Background: an optimization exercise with open tools, aiming at small area. Do not read the settings as production practice.
The RTL was checked by simulation tests, not by an equivalence proof against the original design.
Power figures rest on the tool's default switching activity, not on a simulated workload.

[flow/config.mk]
export PLATFORM = sky130hd
export DESIGN_NAME = Full_datapath
export DESIGN_NICKNAME = Full_datapath
export VERILOG_FILES = /design/flow/design.v
export SDC_FILE = /design/flow/constraint.sdc
export NUM_CORES = 4
export LEC_CHECK = 0
export CAP_MARGIN = 20
export CORE_MARGIN = 2
export CORE_UTILIZATION = 30
export PLACE_DENSITY = 0.45
export SLEW_MARGIN = 20
export SYNTH_HIERARCHICAL = 1
export SYNTH_MINIMUM_KEEP_SIZE = 0
[flow/constraint.sdc]
create_clock -name core_clock -period 15.0 [get_ports {clk}]
set_input_delay 3.0000 -clock core_clock [delete_from_list [all_inputs] [get_ports {clk}]]
set_output_delay 3.0000 -clock core_clock [all_outputs]
set_load 0.01 [all_outputs]
[flow/run.sh]
#!/bin/bash
# synth_recipe.tcl (not shown) runs the flow's synth.tcl, then flattens the netlist and writes it again
# the make line also repeats each setting of config.mk as NAME=value (left out here)
make -C /OpenROAD-flow-scripts/flow DESIGN_CONFIG=/design/flow/config.mk WORK_HOME=/design/flow/orfs CLKGATE_MAP_FILE= SYNTH_SCRIPT=/design/flow/synth_recipe.tcl finish
[flow/design.v]
`timescale 1ns / 1ps
module Full_datapath( input clk, input rst,
 output [11:0] mem_addr, output [2:0] mem_func, output mem_re, output mem_we,
 output [31:0] mem_wdata, input [31:0] mem_rdata,
 output wb_we, output [4:0] wb_rd, output [31:0] wb_data);
reg        ph;
reg        rdr;
reg        pl;       
reg        wbwe;
reg [31:0] pc;       
reg [31:2] ir1;      
reg [31:2] ir;       
reg [4:0]  wrd;
reg [31:0] r;        
reg [31:1] vld;      
always @(posedge clk or posedge rst)
 if (rst) begin
  ph <= 1'b0; rdr <= 1'b1; pl <= 1'b0; wbwe <= 1'b0; pc <= 32'd0; vld <= 31'd0;
 end else begin
  ph <= ~ph;
  pl <= rdr & ph;
  wbwe <= ph & wen;
  if (ph) begin
   rdr <= taken;
   pc <= pc_next;
   if (wen) vld[ir[11:7]] <= 1'b1;
  end
 end
always @(posedge clk) begin
 ir1 <= mem_rdata[31:2];
 if (ph) ir <= ir1;
 wrd <= ir[11:7];
 r <= ph ? res : rp;
end
wire [4:0] op = ir[6:2];
wire [2:0] f3 = ir[14:12];
wire is_op   = op == 5'b01100;
wire is_opi  = op == 5'b00100;
wire is_ld   = op == 5'b00000;
wire is_st   = op == 5'b01000;
wire is_br   = op == 5'b11000;
wire is_jal  = op == 5'b11011;
wire is_jalr = op == 5'b11001;
wire is_aui  = op == 5'b00101;
wire ok = ph & ~rdr;
wire [4:0] ra = ph ? ir[19:15] : ir[24:20];
wire [30:0] rs;
genvar g, k;
generate for (g = 1; g < 32; g = g + 1) begin : x
 reg [31:0] q;
 always @(posedge clk) if (wen && ir[11:7] == g) q <= res;
 assign rs[g-1] = ra == g && vld[g];
end endgenerate
wire [31:0] rp;
generate for (k = 0; k < 32; k = k + 1) begin : rdb
 wire [30:0] col;
 for (g = 1; g < 32; g = g + 1) begin : c
  assign col[g-1] = x[g].q[k];
 end
 rdbit m(col, rs, rp[k]);
end endgenerate
wire [31:0] imm_i = {{21{ir[31]}}, ir[30:20]};
wire [31:0] imm_s = {{21{ir[31]}}, ir[30:25], ir[11:7]};
wire [31:0] imm_b = {{20{ir[31]}}, ir[7], ir[30:25], ir[11:8], 1'b0};
wire [31:0] imm_j = {{12{ir[31]}}, ir[19:12], ir[20], ir[30:21], 1'b0};
wire [31:0] imm_u = {ir[31:12], 12'b0};
wire alu_f = is_op | is_opi | is_jalr;    
wire [31:0] a = rp;
wire [31:0] b = (is_op | is_br) ? r : (is_st ? imm_s : imm_i);
wire sub = is_br | (alu_f & (f3 == 3'b010 || f3 == 3'b011 || (f3 == 3'b000 && ir[30] && is_op)));
wire [31:0] alu;
wire cf, zf, lt;
alu_unit alu0(.a(a), .b(b), .sub(sub), .alu_f(alu_f), .f3(f3), .i30(ir[30]), .y(alu), .cf(cf), .zf(zf), .lt(lt));
reg cond;
always @*
 case (f3)
  3'b000: cond = zf;
  3'b001: cond = ~zf;
  3'b100: cond = lt;
  3'b101: cond = ~lt;
  3'b110: cond = ~cf;
  3'b111: cond = cf;
  default: cond = 1'b0;
 endcase
wire taken = ok & (is_jal | is_jalr | (is_br & cond));
wire [31:0] pc4 = pc + 32'd4;
wire [31:0] tgt = pc + (is_aui ? imm_u : (is_jal ? imm_j : imm_b));
wire [31:0] pc_next = taken ? (is_jalr ? alu : tgt) : (rdr ? pc : pc4);
wire [31:0] res = (is_jal | is_jalr) ? pc4 : is_aui ? tgt : is_ld ? mem_rdata : alu;
wire wen = ok & (is_op | is_opi | is_ld | is_jal | is_jalr | is_aui) & (ir[11:7] != 5'd0);
assign mem_addr = ph ? alu[11:0] : (rdr ? pc[11:0] : pc4[11:0]);
assign mem_func = ph ? f3 : 3'b010;
assign mem_re = ph ? ok & is_ld : pl;
assign mem_we = ok & is_st;
assign mem_wdata = r;
assign wb_we = wbwe;
assign wb_rd = wrd;
assign wb_data = r;
endmodule
module aoi222(input a1, input a2, input b1, input b2, input c1, input c2, output y);
assign y = ~((a1 & a2) | (b1 & b2) | (c1 & c2));
endmodule
module rdbit(input [30:0] d, input [30:0] s, output y);
wire [10:0] n;
genvar k;
generate for (k = 0; k < 10; k = k + 1) begin : g
 aoi222 c(d[3*k], s[3*k], d[3*k+1], s[3*k+1], d[3*k+2], s[3*k+2], n[k]);
end endgenerate
assign n[10] = ~(d[30] & s[30]);
assign y = ~&n;
endmodule
module alu_unit(input [31:0] a, input [31:0] b, input sub, input alu_f, input [2:0] f3, input i30,
 output reg [31:0] y, output cf, output zf, output lt);
wire [32:0] sum = {1'b0, a} + {1'b0, b ^ {32{sub}}} + {32'd0, sub};
assign cf = sum[32];
assign zf = sum[31:0] == 32'd0;
wire vf = a[31] ^ ~b[31] ^ sum[31] ^ cf;
assign lt = sum[31] ^ vf;
wire sl = f3 == 3'b001;
wire [31:0] sh_in, sh_l;
wire [31:0] sh_r = $signed({i30 & ~sl & a[31], sl ? sh_in : a}) >>> b[4:0];
genvar g;
generate for (g = 0; g < 32; g = g + 1) begin : rev
 assign sh_in[g] = a[31 - g];
 assign sh_l[g] = sh_r[31 - g];
end endgenerate
always @* begin
 if (!alu_f) y = sum[31:0];
 else case (f3)
  3'b000: y = sum[31:0];
  3'b001: y = sh_l;
  3'b010: y = {31'd0, lt};
  3'b011: y = {31'd0, ~cf};
  3'b100: y = a ^ b;
  3'b101: y = sh_r;
  3'b110: y = a | b;
  default: y = a & b;
 endcase
end
endmodule
==> summary.txt, run 1 <==
# TYPE chip_impl_metric gauge
chip_impl_info{name="critical_path.slowest_cell",value="dfrtp_4"} 1
chip_impl_metric{name="floorplan.initialDensity",unit="%"} 30.1
chip_impl_metric{name="post_synth.cell_area_avg",unit="µm²"} 13.9
chip_impl_metric{name="final_nets",unit=""} 4117
chip_impl_metric{name="detail_route.wirelength",unit="µm"} 195000
chip_impl_metric{name="synthToLayoutAreaGrowth",unit="%"} 17.0
chip_impl_metric{name="fillerInstances",unit=""} 16900
chip_impl_metric{name="detailroute.via_count",unit=""} 36400
chip_impl_info{name="outcome",value="complete, no violations"} 1
chip_impl_metric{name="yosys.cell_types.count",unit=""} 101
chip_impl_metric{name="drt_drc_violations_left",unit=""} 0
chip_impl_metric{name="drv_slew",unit=""} 0
chip_impl_metric{name="finalSetupViolations",unit=""} 0
chip_impl_metric{name="synthAdderAreaFrac",unit="%"} 3.38
chip_impl_metric{name="place_congestion",unit=""} 0.937
chip_impl_metric{name="detailedRoute.firstPassIterationCount",unit=""} 9
chip_impl_metric{name="synthXorXnorAreaFrac",unit="%"} 2.21
chip_impl_metric{name="worst_path_max_stage_delay",unit="ps"} 910
chip_impl_info{name="worst-setup-path-type",value="register to output port"} 1
chip_impl_metric{name="synth_simple_gate_area_share",unit="%"} 7.85
chip_impl_info{name="synth_top_family_by_area",value="compound AO/OA/AOI/OAI gates"} 1
chip_impl_metric{name="mappedNetlistNets",unit=""} 3923
chip_impl_metric{name="number_of_enable_flip_flop_cells_after_synthesis",unit=""} 1022
chip_impl_info{name="crit_family",value="compound AO/OA/AOI/OAI gates"} 1
chip_impl_metric{name="worst_ep_arrival_time",unit="ps"} 8560
chip_impl_metric{name="grt_pass1_wl",unit="µm"} 275000
chip_impl_metric{name="max_freq",unit="MHz"} 86.5
chip_impl_metric{name="path_clk_slew",unit="ps"} 60
chip_impl_metric{name="placeableCoreArea",unit="µm²"} 173000
chip_impl_metric{name="synth_compound_area_share",unit="%"} 15.5
chip_impl_metric{name="hold_slack",unit="ps"} 398
chip_impl_metric{name="initialDrtViolationCount",unit=""} 4661
chip_impl_metric{name="critical_path_peak_fanout",unit=""} 59
chip_impl_info{name="setup.worst_path.end_class",value="output port"} 1
chip_impl_metric{name="ant_nets",unit=""} 0
chip_impl_info{name="worst_hold_path_type",value="register to register"} 1
chip_impl_metric{name="synthArstFlopShare",unit="%"} 5.80
chip_impl_metric{name="min_period_over_period",unit="%"} 77.1
chip_impl_info{name="worstSetupStartpointType",value="register"} 1
chip_impl_metric{name="num_io_pins",unit=""} 121
chip_impl_metric{name="ir_drop",unit="V"} 0.000110
chip_impl_metric{name="power-per-cell-area",unit="nW/µm²"} 110
chip_impl_info{name="tritoncts",value="yes"} 1
chip_impl_metric{name="worst-endpoint-required",unit="ps"} 12000
chip_impl_metric{name="placement.io_buffers",unit=""} 120
chip_impl_metric{name="timing.max_cap.violations",unit=""} 0
chip_impl_metric{name="cts.htree.levels",unit=""} 4
chip_impl_metric{name="grt_pass1_vias",unit=""} 35500
chip_impl_metric{name="cts_resized",unit=""} 0
chip_impl_info{name="clockRootBuffer",value="clkbuf_16"} 1
chip_impl_metric{name="final.min_clock_period",unit="ps"} 11560
chip_impl_metric{name="hold_violations",unit=""} 0
chip_impl_metric{name="fin_skew",unit="ps"} 52.2
chip_impl_metric{name="tns",unit="ps"} 0
chip_impl_metric{name="fp.dieW",unit="µm"} 421
chip_impl_metric{name="cts.hold.buffers_added",unit=""} 0
chip_impl_metric{name="synth.yosys.seq_area_share",unit="%"} 64.5
chip_impl_metric{name="floorplan.die_area",unit="µm²"} 178000
chip_impl_metric{name="timing_worst_slew_pin_value",unit="ps"} 1090
chip_impl_metric{name="cts-root-to-sink-buffers",unit=""} 3
chip_impl_info{name="path_cells",value="inv_1 -> buf_4 -> nand2_1 -> o32ai_1 -> buf_4 -> and3_2 -> a222oi_1 -> nand4_1 -> a2111o_1 -> mux2i_2 -> inv_1 -> fa_1 -> a21o_1 -> a22oi_1 -> a211oi_1 -> nand3b_1 -> a221o_1 -> a221o_1 -> xnor2_1 -> a31oi_1 -> a21oi_1 -> mux2_2 -> clkdlybuf4s50_1"} 1
chip_impl_metric{name="viasPerCell",unit=""} 5.71
chip_impl_metric{name="ys_seq_elements",unit=""} 1156
chip_impl_metric{name="tritoncts_sink_count",unit=""} 1156
chip_impl_metric{name="buffers_plus_inverters_on_the_worst_setup_path",unit=""} 5
chip_impl_metric{name="grt_max_degree",unit=""} 60
chip_impl_metric{name="final_layout_size_suffix_gt1_share",unit="%"} 12.2
chip_impl_metric{name="yosysWarnings",unit=""} 8
chip_impl_metric{name="muxShareOfSynthArea",unit="%"} 4.13
chip_impl_metric{name="die_height",unit="µm"} 421
chip_impl_info{name="synth-main-ff-cell",value="edfxtp_1"} 1
chip_impl_metric{name="mapped_area",unit="µm²"} 52300
chip_impl_metric{name="number_of_buffers_added_by_the_clock_tree_synthesis_step",unit=""} 133
chip_impl_metric{name="routedWlPerCell",unit="µm"} 30.6
chip_impl_metric{name="grt-ovfl-total",unit=""} 0
chip_impl_metric{name="cells_after_synthesis",unit=""} 3749
chip_impl_metric{name="grt_util_all_layers",unit="%"} 21.4
chip_impl_info{name="layout.cells.most_common",value="edfxtp_1"} 1
chip_impl_info{name="rsz0062_at_grt",value="no"} 1
chip_impl_info{name="mostFrequentLayoutCells",value="edfxtp_1 (1022), a222oi_1 (322), nand2_1 (256)"} 1
chip_impl_metric{name="max_slew_margin",unit="%"} 26.2
chip_impl_metric{name="clk-insertion-delay-late",unit="ps"} 790
chip_impl_metric{name="cts_post_setup_buffers_inserted",unit=""} 0
chip_impl_metric{name="leakagePower",unit="nW"} 21.5
chip_impl_metric{name="dp_hpwl",unit="µm"} 130000
chip_impl_metric{name="grt_antenna_before_repair",unit=""} 11
chip_impl_metric{name="rows",unit=""} 153
-- registers in the layout, summed over array words and instances, names as in the netlist --
name	cells
ir	30
ir1	30
pc	32
ph	1
pl	1
r	32
rdr	1
vld	31
wbwe	1
wrd	5
x.q	992
-- path summary, 6_finish.rpt --
check                      depth (start not counted)     from           to  slack (ps)
setup / recovery                                  23       ph  mem_addr[0]        3440
hold / removal                                     0  ir1[22]       ir[22]         400
setup reg to reg                                  28       ph       pc[22]        5470
hold reg to reg                                    0  ir1[22]       ir[22]         400
max in group asynchronous                          3      rst           ph       11270
min in group asynchronous                          2      rst       pc[22]        2480
-- final cells by class --
cell class                 instances  area (µm²)  share of cell area [%]
antenna                            7        17.5                  0.0286
sequential                      1156       33700                    55.1
tap                             2325        2910                    4.76
multi-input combinational       2300       17600                    28.8
clock buffer                     169        3500                    5.73
timing repair buffer             231        2070                    3.39
inverter                         121         454                   0.743
clock inverter                    68         853                    1.40
-- Yosys stat by module, one instance, submodules excluded --
module         cell area (µm²)  copies in the design  cells  flip-flops and latches
rdbit                     27.5                    32      4                       0
alu_unit                  7120                     1    991                       0
aoi222                    10.0                   320      1                       0
Full_datapath            41100                     1   2310                    1156
-- Yosys cell counts, types with 59 or more instances --
cell type / number / share of area, %
dfxtp_1: 67 / 2.6
mux2i_1: 93 / 1.8
nand3_1: 65 / 0.62
dfrtp_1: 66 / 3.2
a21oi_1: 148 / 1.4
ha_1: 138 / 3.3
inv_1: 114 / 0.82
and3_1: 64 / 0.77
a21o_1: 59 / 0.85
nand2_1: 260 / 1.9
xor2_1: 72 / 1.2
nor2_1: 189 / 1.4
a222oi_1: 322 / 6.2
o21ai_0: 141 / 1.4
xnor2_1: 60 / 1.0
nand4_1: 83 / 0.99
clkbuf_1: 107 / 0.77
edfxtp_1: 1022 / 59
-- through the flow --
| stage | cell area [µm²] | util [%] | setup slack, ps | power [mW] | instances |
|---|---|---|---|---|---|
| after global routing | 61100 | 35.3 | 3010 | 6.91 | 6370 |
| final | 61200 | 35.3 | 3440 | 6.72 | 6377 |
| after detailed placement | 56800 | 32.7 | 4180 | 3.56 | 6133 |
| after CTS | 61100 | 35.2 | 3300 | 6.79 | 6370 |
| after global placement | 56700 | 32.7 | 4270 | 3.56 | 6130 |
| after floorplan | 52300 | - | 5970 | 3.54 | 3749 |
-- worst register-to-register path, delay by kind of cell, from the launching register on --
| kind | cells | cell delay [ps] |
|---|---|---|
| DFF | 1 | 910 |
| and+or+nand+nor | 7 | 1740 |
| xor gates and xnor gates | 2 | 330 |
| adders and majority gates | 1 | 410 |
| buffers and inverters | 4 | 790 |
| muxes | 2 | 480 |
| AOI/OAI and AO/OA | 12 | 4750 |
-- logic make-up (layout without fill, tap and decap cells) --
kind of cell / Yosys count / in the layout
xor gates and xnor gates: 132 / 132
DFF: 1156 / 1156
and+or+nand+nor: 834 / 834
muxes: 165 / 165
other: 0 / 7
adders and majority gates: 140 / 140
AOI/OAI and AO/OA: 1029 / 1029
buffers and inverters: 293 / 589
-- routing by layer --
layer  GRT usage (%)  routed length [µm]
met1            29.8               85600
met2            33.1               88400
met3            2.91               12000
met4            9.62                9210
met5               0                   0
-- power by group --
part,leakage (nW),internal [mW],total (mW),switching [mW]
Sequential,10.7,3.46,3.47,0.00433
Clock,2.08,1.83,3.22,1.40
Combinational,8.71,0.0137,0.0307,0.0169
==> run 2, diff against run 1 <==
--- a/flow/config.mk
+++ b/flow/config.mk
@@ -8,6 +8,6 @@
 export CAP_MARGIN = 20
 export CORE_MARGIN = 2
-export CORE_UTILIZATION = 30
-export PLACE_DENSITY = 0.45
+export CORE_UTILIZATION = 55
+export PLACE_DENSITY = 0.65
 export SLEW_MARGIN = 20
 export SYNTH_HIERARCHICAL = 1
==> run 2 against run 1 <==
  * Flip-flop and latch count did not move
  * Still clean on timing, DRC and antenna
  * Final area down 3.5%
  * Highest routed layer is now met5
  * Die area down 45%
  * Clock power fell by 16%
  * Routed wire length is 6.4% lower
  * Worst hold slack gained 5.6 ps
  * Synthesized area unchanged
==> summary.txt, run 2 <==
# TYPE chip_impl_metric gauge
chip_impl_metric{name="dpl-instance-area",unit="µm²"} 55300
chip_impl_metric{name="drt_drc_violations_left",unit=""} 0
chip_impl_metric{name="ys_seq_elements",unit=""} 1156
chip_impl_metric{name="critical_path_peak_fanout",unit=""} 64
chip_impl_metric{name="seqPwrFrac",unit="%"} 55.8
chip_impl_metric{name="dp_hpwl",unit="µm"} 118000
chip_impl_metric{name="finish.instance_area",unit="µm²"} 59000
chip_impl_metric{name="rows",unit=""} 113
chip_impl_metric{name="cts.htree.levels",unit=""} 3
chip_impl_metric{name="grt_util_all_layers",unit="%"} 36.8
chip_impl_metric{name="floorplan.initialDensity",unit="%"} 55.3
chip_impl_info{name="layout.cells.most_common",value="edfxtp_1"} 1
chip_impl_metric{name="cts_post_setup_buffers_inserted",unit=""} 0
chip_impl_metric{name="worst_path_max_stage_delay",unit="ps"} 1060
chip_impl_metric{name="place_congestion",unit=""} 1.05
chip_impl_metric{name="yosys.cell_types.count",unit=""} 101
chip_impl_metric{name="timing.hold.worst_path_depth",unit=""} 0
chip_impl_metric{name="num_io_pins",unit=""} 121
chip_impl_metric{name="cells_after_synthesis",unit=""} 3749
chip_impl_metric{name="synthArstFlopShare",unit="%"} 5.80
chip_impl_metric{name="grt_max_degree",unit=""} 65
chip_impl_metric{name="grt-ovfl-total",unit=""} 0
chip_impl_metric{name="routedWlPerCell",unit="µm"} 34.6
chip_impl_metric{name="worst_ep_arrival_time",unit="ps"} 9370
chip_impl_metric{name="number_of_enable_flip_flop_cells_after_synthesis",unit=""} 1022
chip_impl_metric{name="ir_drop",unit="V"} 0.000120
chip_impl_info{name="worst-setup-path-type",value="register to output port"} 1
chip_impl_metric{name="dp_slack",unit="ps"} 3740
chip_impl_metric{name="synth.yosys.seq_area_share",unit="%"} 64.5
chip_impl_metric{name="internal-power",unit="mW"} 4.97
chip_impl_metric{name="placeableCoreArea",unit="µm²"} 94600
chip_impl_metric{name="hold_slack",unit="ps"} 404
chip_impl_metric{name="ant_nets",unit=""} 0
chip_impl_metric{name="max_freq",unit="MHz"} 80.9
chip_impl_metric{name="timing_worst_slew_pin_value",unit="ps"} 1210
chip_impl_info{name="outcome",value="complete, no violations"} 1
chip_impl_metric{name="grt_pass1_wl",unit="µm"} 258000
chip_impl_metric{name="max_slew_margin",unit="%"} 18.6
chip_impl_info{name="synth.top_cells.by_count",value="edfxtp_1 (1022), a222oi_1 (322), nand2_1 (260), nor2_1 (189), a21oi_1 (148)"} 1
chip_impl_metric{name="finalSetupViolations",unit=""} 0
chip_impl_metric{name="mapped_area",unit="µm²"} 52300
chip_impl_metric{name="cts-root-to-sink-buffers",unit=""} 3
chip_impl_metric{name="floorplan.die_area",unit="µm²"} 97500
chip_impl_metric{name="reg2regPathDepth",unit=""} 26
chip_impl_info{name="layout_top_registers",value="x.q: 992 flops, pc: 32 flops, r: 32 flops"} 1
chip_impl_info{name="path_cells",value="inv_1 -> o32ai_1 -> and3_2 -> a222oi_1 -> nand4_1 -> a2111o_1 -> ha_1 -> a21o_1 -> a22oi_1 -> a211oi_1 -> nand3b_1 -> a221o_1 -> a221o_1 -> xnor2_1 -> a31oi_1 -> a21oi_1 -> mux2_2 -> clkdlybuf4s50_1"} 1
chip_impl_metric{name="final.min_clock_period",unit="ps"} 12370
chip_impl_metric{name="final_core_util",unit="%"} 62.4
chip_impl_info{name="synthTopCellsByArea",value="edfxtp_1 (59%), a222oi_1 (6.2%), ha_1 (3.3%)"} 1
chip_impl_metric{name="power.combinational.fraction",unit="%"} 0.5
chip_impl_info{name="setup.worst_path.end_class",value="output port"} 1
chip_impl_metric{name="clockPowerShare",unit="%"} 43.8
chip_impl_info{name="clockRootBuffer",value="clkbuf_16"} 1
chip_impl_metric{name="post_synth.cell_area_avg",unit="µm²"} 13.9
chip_impl_metric{name="fin_skew",unit="ps"} 37.9
chip_impl_metric{name="path_clk_slew",unit="ps"} 60
chip_impl_metric{name="viasPerCell",unit=""} 7.12
chip_impl_metric{name="sw_frac_of_total",unit="%"} 20.0
chip_impl_metric{name="final_nets",unit=""} 4094
chip_impl_info{name="worst_hold_path_type",value="register to register"} 1
chip_impl_metric{name="synthToLayoutAreaGrowth",unit="%"} 12.9
chip_impl_metric{name="netlist.area_leader.share",unit="%"} 58.7
chip_impl_metric{name="min_period_over_period",unit="%"} 82.4
chip_impl_info{name="synth-main-ff-cell",value="edfxtp_1"} 1
chip_impl_metric{name="number_of_buffers_added_by_the_clock_tree_synthesis_step",unit=""} 112
chip_impl_metric{name="grt_antenna_before_repair",unit=""} 8
chip_impl_metric{name="hold_violations",unit=""} 0
chip_impl_metric{name="initialDrtViolationCount",unit=""} 6962
chip_impl_metric{name="layout_setup_ws",unit="ps"} 2630
chip_impl_metric{name="placement.io_buffers",unit=""} 120
chip_impl_metric{name="largest_register_ffs",unit=""} 992
chip_impl_metric{name="cts.hold.buffers_added",unit=""} 0
chip_impl_info{name="synth_top_area_cell",value="edfxtp_1"} 1
chip_impl_metric{name="mappedNetlistNets",unit=""} 3923
chip_impl_metric{name="drv_slew",unit=""} 0
chip_impl_metric{name="die_height",unit="µm"} 312
chip_impl_metric{name="leakagePower",unit="nW"} 21.1
chip_impl_metric{name="tns",unit="ps"} 0
chip_impl_metric{name="tritoncts_sink_count",unit=""} 1156
chip_impl_metric{name="power-per-cell-area",unit="nW/µm²"} 105
chip_impl_metric{name="detailroute.via_count",unit=""} 37600
chip_impl_metric{name="grt_pass1_vias",unit=""} 35700
chip_impl_metric{name="timing.max_cap.violations",unit=""} 0
chip_impl_metric{name="clk-insertion-delay-late",unit="ps"} 720
chip_impl_metric{name="fillerInstances",unit=""} 7043
chip_impl_metric{name="yosysWarnings",unit=""} 8
chip_impl_info{name="post-synth-top-count-cell",value="edfxtp_1"} 1
chip_impl_info{name="mostFrequentLayoutCells",value="edfxtp_1 (1022), a222oi_1 (322), nand2_1 (259)"} 1
chip_impl_metric{name="detail_route.wirelength",unit="µm"} 183000
chip_impl_metric{name="power_switching",unit="mW"} 1.24
chip_impl_info{name="worstSetupStartpointType",value="register"} 1
chip_impl_info{name="rsz0062_at_grt",value="no"} 1
chip_impl_info{name="timing.critical_path.mode_cell",value="a221o_1"} 1
chip_impl_info{name="critical_path.slowest_cell",value="o32ai_1"} 1
chip_impl_info{name="tritoncts",value="yes"} 1
chip_impl_metric{name="cts_resized",unit=""} 0
chip_impl_info{name="largest_register",value="x.q"} 1
chip_impl_metric{name="final_layout_size_suffix_gt1_share",unit="%"} 11.1
chip_impl_metric{name="fp.dieW",unit="µm"} 312
chip_impl_metric{name="worst-endpoint-required",unit="ps"} 12000
chip_impl_metric{name="detailedRoute.firstPassIterationCount",unit=""} 10
run 2: cell counts after synthesis:
No cell type changed its count.
run 2: per-module statistics from Yosys, one instance, submodules excluded:
| module | cells | copies in the design |
|---|---|---|
| Full_datapath | 2310 | 1 |
| alu_unit | 991 | 1 |
| rdbit | 4 | 32 |
| aoi222 | 1 | 320 |
run 2: power groups by stage:
stage	Clock [mW]	Combinational (mW)	Sequential [mW]
3_3_place_gp	0	0.0291	3.53
5_1_grt	2.86	0.0305	3.46
2_1_floorplan	0	0.00706	3.53
4_1_cts	2.74	0.0292	3.46
6_report	2.72	0.0293	3.46
3_5_place_dp	0	0.0291	3.53
run 2: metal layers:
layer  vias to the layer above  GRT usage, %  share of wire [%]
li1                      15700             -                  -
met1                     19000          53.4                 39
met2                      2583          53.4                 43
met3                       357          9.79                 13
met4                         6          14.0                4.0
met5                         -             0              0.029
run 2: layout make-up:
type	count	area [µm²]	share of cell area, %
inverters	121	454	0.770
clock buffers	144	2940	4.99
diodes	4	10.0	0.0170
multi-input cells	2300	17600	29.8
clock inverters	62	576	0.976
well taps	1265	1580	2.68
repair buffers	229	2130	3.61
flip-flops and latches	1156	33700	57.1
run 2: through the flow:
step | cells | total power, mW
after floorplan | 3749 | 3.54
after global placement | 5065 | 3.56
after detailed placement | 5067 | 3.56
after CTS | 5273 | 6.23
after global routing | 5277 | 6.36
final | 5281 | 6.21
run 2: cell families after synthesis:
kind of cell / share of synthesized area (%)
AO/OA/AOI/OAI: 15.5
XOR/XNOR: 2.21
adder cells (fa/ha/maj): 3.38
buffers and inverters: 2.41
flip-flops: 64.5
multiplexers: 4.13
AND/OR/NAND/NOR: 7.85
run 2: critical path, delay by kind of cell, from the launching register on:
family                     cells  cell delay [ps]
AOI/OAI and AO/OA             10             4160
and+or+nand+nor                3             1490
buffers and inverters          2             1180
DFF                            1              920
adders and majority gates      1              390
muxes                          1              290
xor gates and xnor gates       1              190
run 2: path summary, 6_finish.rpt:
path / startpoint / to / slack, ps
worst max-delay path: ph / mem_addr[0] / 2630
worst min-delay path: ir1[6] / ir[6] / 400
worst max register to register: ph / pc[20] / 4680
worst min register to register: ir1[6] / ir[6] / 400
max in group asynchronous: rst / ph / 11110
min in group asynchronous: rst / wbwe / 2550

what the ideal ports hide:
No port has a modelled driver above. Below, the same layouts with a new extraction and two added sets of constraints. Step 1 (the two cells are an assumption about what drives the block):
set clk [get_ports {clk}]
set_driving_cell -lib_cell sky130_fd_sc_hd__clkbuf_16 $clk
set_driving_cell -lib_cell sky130_fd_sc_hd__buf_2 [delete_from_list [all_inputs] $clk]
Step 2 adds t to the input delays and takes it off the output delays; t is the mean of the earliest and latest rising clock arrival at the registers after step 1. Input paths then give back, and output paths get back, about the clock's delay inside the block. Slacks: no drivers / after step 1 / after step 2; pairs: no drivers / after step 1.
| run | t (ns) | setup slack, ns | hold slack, ns |
|---|---|---|---|
| run 1 | 0.843 | 3.437 / 3.354 / 4.197 | 0.398 / 0.398 / 0.398 |
| run 2 | 0.781 | 2.635 / 2.557 / 3.338 | 0.404 / 0.404 / 0.404 |
After both steps setup and hold are still met in every run listed.
